Context: an optimization exercise on an open-source flow, tuned for a short achievable clock period and few clock cycles. The choices shown serve that exercise and are no tape-out recipe.
In this exercise RTL edits were held to simulation tests only and were not proved equivalent to the original.
No activity file was given, so power comes from the tool's default toggle rates.

wip/lagoon:
## cpu
module cpu(
    input clk,
    input rst,
    input [31:0] i_IM_inst,
    input [31:0] i_DM_DI,
    output logic [31:0] o_IM_addr,
    output logic        o_DM_CS,
    output logic [3:0]  o_DM_WEB,
    output logic [31:0] o_DM_addr,
    output logic [31:0] o_DM_DI
);
==> flow/config.mk <==
export PLATFORM = sky130hd
export DESIGN_NAME = cpu
export DESIGN_NICKNAME = cpu
export VERILOG_FILES = /design/flow/design.v
export SDC_FILE = /design/flow/constraint.sdc
export NUM_CORES = 4
export LEC_CHECK = 0
export ABC_CLOCK_PERIOD_IN_PS = 3000
export CAP_MARGIN = 20
export CELL_PAD_IN_SITES_GLOBAL_PLACEMENT = 2
export CORE_MARGIN = 2
export CORE_UTILIZATION = 30
export PLACE_DENSITY = 0.5
export SLEW_MARGIN = 20
==> flow/constraint.sdc <==
create_clock -name core_clock -period 11.0 [get_ports {clk}]
set_input_delay 2.2000 -clock core_clock [delete_from_list [all_inputs] [get_ports {clk}]]
set_output_delay 2.2000 -clock core_clock [all_outputs]
set_load 0.01 [all_outputs]
standard.sh (not shown) runs the stock make flow with config.mk's settings and CLKGATE_MAP_FILE= SYNTH_SCRIPT=/design/flow/synth_recipe.tcl, a recipe that flattens the netlist after the stock synthesis.
==> flow/flow/run.sh <==
#!/bin/bash
# The standard layout (standard synthesis, clock and constraints), with
# timing repair asked to leave 7.7 ns of setup slack at the design's period,
# and plain buffers (buf_4) rather than delay cells on the ports.
bash standard.sh SETUP_SLACK_MARGIN=7.7 "BUFFER_PORTS_ARGS=-buffer_cell sky130_fd_sc_hd__buf_4" finish > flow.log 2>&1
wip/lagoon closes out successfully: all stages finished, all timing, DRC and antenna checks passed.
Testbench counts of wip/lagoon, summed over its fixed seeds: cycles 327,403.
diff inputs: wip/lagoon => wip/garnet
--- a/flow/design.v
+++ b/flow/design.v
@@ -218,19 +218,18 @@
     logic [31:0] wb_data, x_res;
     always_ff @(posedge clk) begin
         if (x_wr) rf[x_rd] <= x_res;
     end
     always_ff @(posedge clk, posedge rst) begin
         if (rst)       rf_ok <= '0;
         else if (x_wr) rf_ok[x_rd] <= 1'b1;
     end
     logic [31:0] res, m_res, w_res;
-    logic        w_ld;
     assign stall = d_valid && ((d_use1 && ((d_sm1 && e_is_ld) || (d_sw1 && m_ld)))
                             || (d_use2 && ((d_sm2 && e_is_ld) || (d_sw2 && m_ld))));
     logic        d_sr1, d_sr2;
     logic [31:0] d_rf1, d_rf2, d_fw1, d_fw2, d_opb;
     always_comb begin
         d_rf1 = 32'd0;
         d_rf2 = 32'd0;
         for (int i = 1; i < 32; i++) begin
             d_rf1 = d_rf1 | ({32{d_oh1[i] && rf_ok[i]}} & rf[i]);
@@ -418,40 +417,60 @@
     always_ff @(posedge clk) begin
         o_DM_WEB  <= (e_go && e_is_st) ? e_web : 4'hf;
         m_ld      <= e_is_ld;
         m_rd      <= e_rd;
         m_res     <= res;
         m_f3      <= e_f3;
         o_DM_DI   <= e_sdata;
         o_DM_addr <= sum;
     end
-    logic [2:0] w_f3;
+    logic       m_isb, m_ish, m_isw, m_sx;
+    logic [1:0] m_a;
+    logic [3:0] w_b0, w_sg;
+    logic [1:0] w_b1;
+    logic       w_b1sg, w_hw, w_hsg, w_nl;
+    assign m_isb = m_f3[1:0] == 2'b00;
+    assign m_ish = m_f3[1:0] == 2'b01;
+    assign m_isw = !m_isb && !m_ish;
+    assign m_sx  = !m_f3[2];
+    assign m_a   = m_res[1:0];
+    always_ff @(posedge clk) begin
+        w_nl    <= !m_ld;
+        w_b0[0] <= m_ld && (m_isw || (m_isb && m_a == 2'd0) || (m_ish && !m_a[1]));
+        w_b0[1] <= m_ld && m_isb && m_a == 2'd1;
+        w_b0[2] <= m_ld && ((m_isb && m_a == 2'd2) || (m_ish && m_a[1]));
+        w_b0[3] <= m_ld && m_isb && m_a == 2'd3;
+        w_b1[0] <= m_ld && (m_isw || (m_ish && !m_a[1]));
+        w_b1[1] <= m_ld && m_ish && m_a[1];
+        w_b1sg  <= m_ld && m_isb && m_sx;
+        w_hw    <= m_ld && m_isw;
+        w_hsg   <= m_ld && !m_isw && m_sx;
+        w_sg[0] <= m_isb && m_a == 2'd0;
+        w_sg[1] <= (m_isb && m_a == 2'd1) || (m_ish && !m_a[1]);
+        w_sg[2] <= m_isb && m_a == 2'd2;
+        w_sg[3] <= (m_isb && m_a == 2'd3) || (m_ish && m_a[1]);
+    end
     always_ff @(posedge clk, posedge rst) begin
         if (rst) begin
             w_wr <= 1'b0;
             x_wr <= 1'b0;
         end else begin
             w_wr <= m_wr;
             x_wr <= w_wr;
         end
     end
     always_ff @(posedge clk) begin
-        w_ld  <= m_ld;
         w_rd  <= m_rd;
         w_res <= m_res;
-        w_f3  <= m_f3;
         x_rd  <= w_rd;
         x_res <= wb_data;
     end
-    logic [31:0] ld_sh, ld_val;
-    assign ld_sh = i_DM_DI >> {w_res[1:0], 3'b000};
-    always_comb begin
-        case (w_f3)
-            3'b000:  ld_val = {{24{ld_sh[7]}}, ld_sh[7:0]};
-            3'b001:  ld_val = {{16{ld_sh[15]}}, ld_sh[15:0]};
-            3'b100:  ld_val = {24'd0, ld_sh[7:0]};
-            3'b101:  ld_val = {16'd0, ld_sh[15:0]};
-            default: ld_val = i_DM_DI;
-        endcase
-    end
-    assign wb_data = w_ld ? ld_val : w_res;
+    logic       sg;
+    assign sg = (w_sg[0] & i_DM_DI[7]) | (w_sg[1] & i_DM_DI[15]) | (w_sg[2] & i_DM_DI[23]) | (w_sg[3] & i_DM_DI[31]);
+    assign wb_data[7:0]   = ({8{w_b0[0]}} & i_DM_DI[7:0]) | ({8{w_b0[1]}} & i_DM_DI[15:8])
+                          | ({8{w_b0[2]}} & i_DM_DI[23:16]) | ({8{w_b0[3]}} & i_DM_DI[31:24])
+                          | ({8{w_nl}} & w_res[7:0]);
+    assign wb_data[15:8]  = ({8{w_b1[0]}} & i_DM_DI[15:8]) | ({8{w_b1[1]}} & i_DM_DI[31:24])
+                          | ({8{w_b1sg && sg}}) | ({8{w_nl}} & w_res[15:8]);
+    assign wb_data[31:16] = ({16{w_hw}} & i_DM_DI[31:16]) | ({16{w_hsg && sg}})
+                          | ({16{w_nl}} & w_res[31:16]);
 endmodule
Findings:
Compared with wip/lagoon, wip/garnet shows a post-synthesis register bit count that is 0.41% higher.
Status: clock-pin slew on the worst setup and hold paths parity (wip/garnet, wip/lagoon)
The final reports for wip/garnet and wip/lagoon show switching share of total power lower in the former.
Comparing wip/garnet and wip/lagoon, the higher count of clock-buffer cells in the layout was measured on wip/lagoon.
The setup slack of the critical path after layout of wip/garnet falls short of that of wip/lagoon by 0.022 ns.
wip/lagoon has higher highest cell delay on the worst timing path than wip/garnet.
Compared with wip/lagoon, the router placed fewer vias in wip/garnet.
The maximum number of buffers from clock root to sink was comparable across wip/garnet and wip/lagoon.
wip/garnet vs wip/lagoon: number of antenna violations at the first check in global routing up
The power of the combinational group of wip/garnet falls short of that of wip/lagoon by about 8%.
wip/garnet ended with more fraction of standard cell area that is sequential than wip/lagoon.
Shortest period the worst path allows, wip/garnet and wip/lagoon: higher on wip/garnet
Testbench counts of wip/garnet, summed over its fixed seeds: cycles 327,403.

-- afterwards: timing with drivers on the ports --
The results above use ideal ports. As a check the final layouts listed here were re-extracted and re-timed, cells and wires unchanged.
Step 1 assumes that a clkbuf_16 drives the clock port and a buf_2 every other input.
Step 2 also shifts input and output timing later by t, the mid clock arrival at the registers, as if the neighbouring blocks saw the same clock.
Slacks: ideal / step 1 / step 2; pairs: ideal / step 1.
| run | t (ns) | setup WS [ns] | worst register clock-pin slew, ns | worst data-port slew with drivers (ns) |
|---|---|---|---|---|
| wip/lagoon | 1.032 | 7.217 / 7.091 / 6.474 | 0.07 / 0.07 | 0.11 |
| wip/garnet | 0.994 | 7.195 / 7.150 / 6.561 | 0.07 / 0.07 | 0.13 |
After both steps setup and hold are still met in every run listed. For wip/lagoon, which loses most, drivers alone change the setup slack by -0.126 ns; drivers and shift together by -0.743 ns.
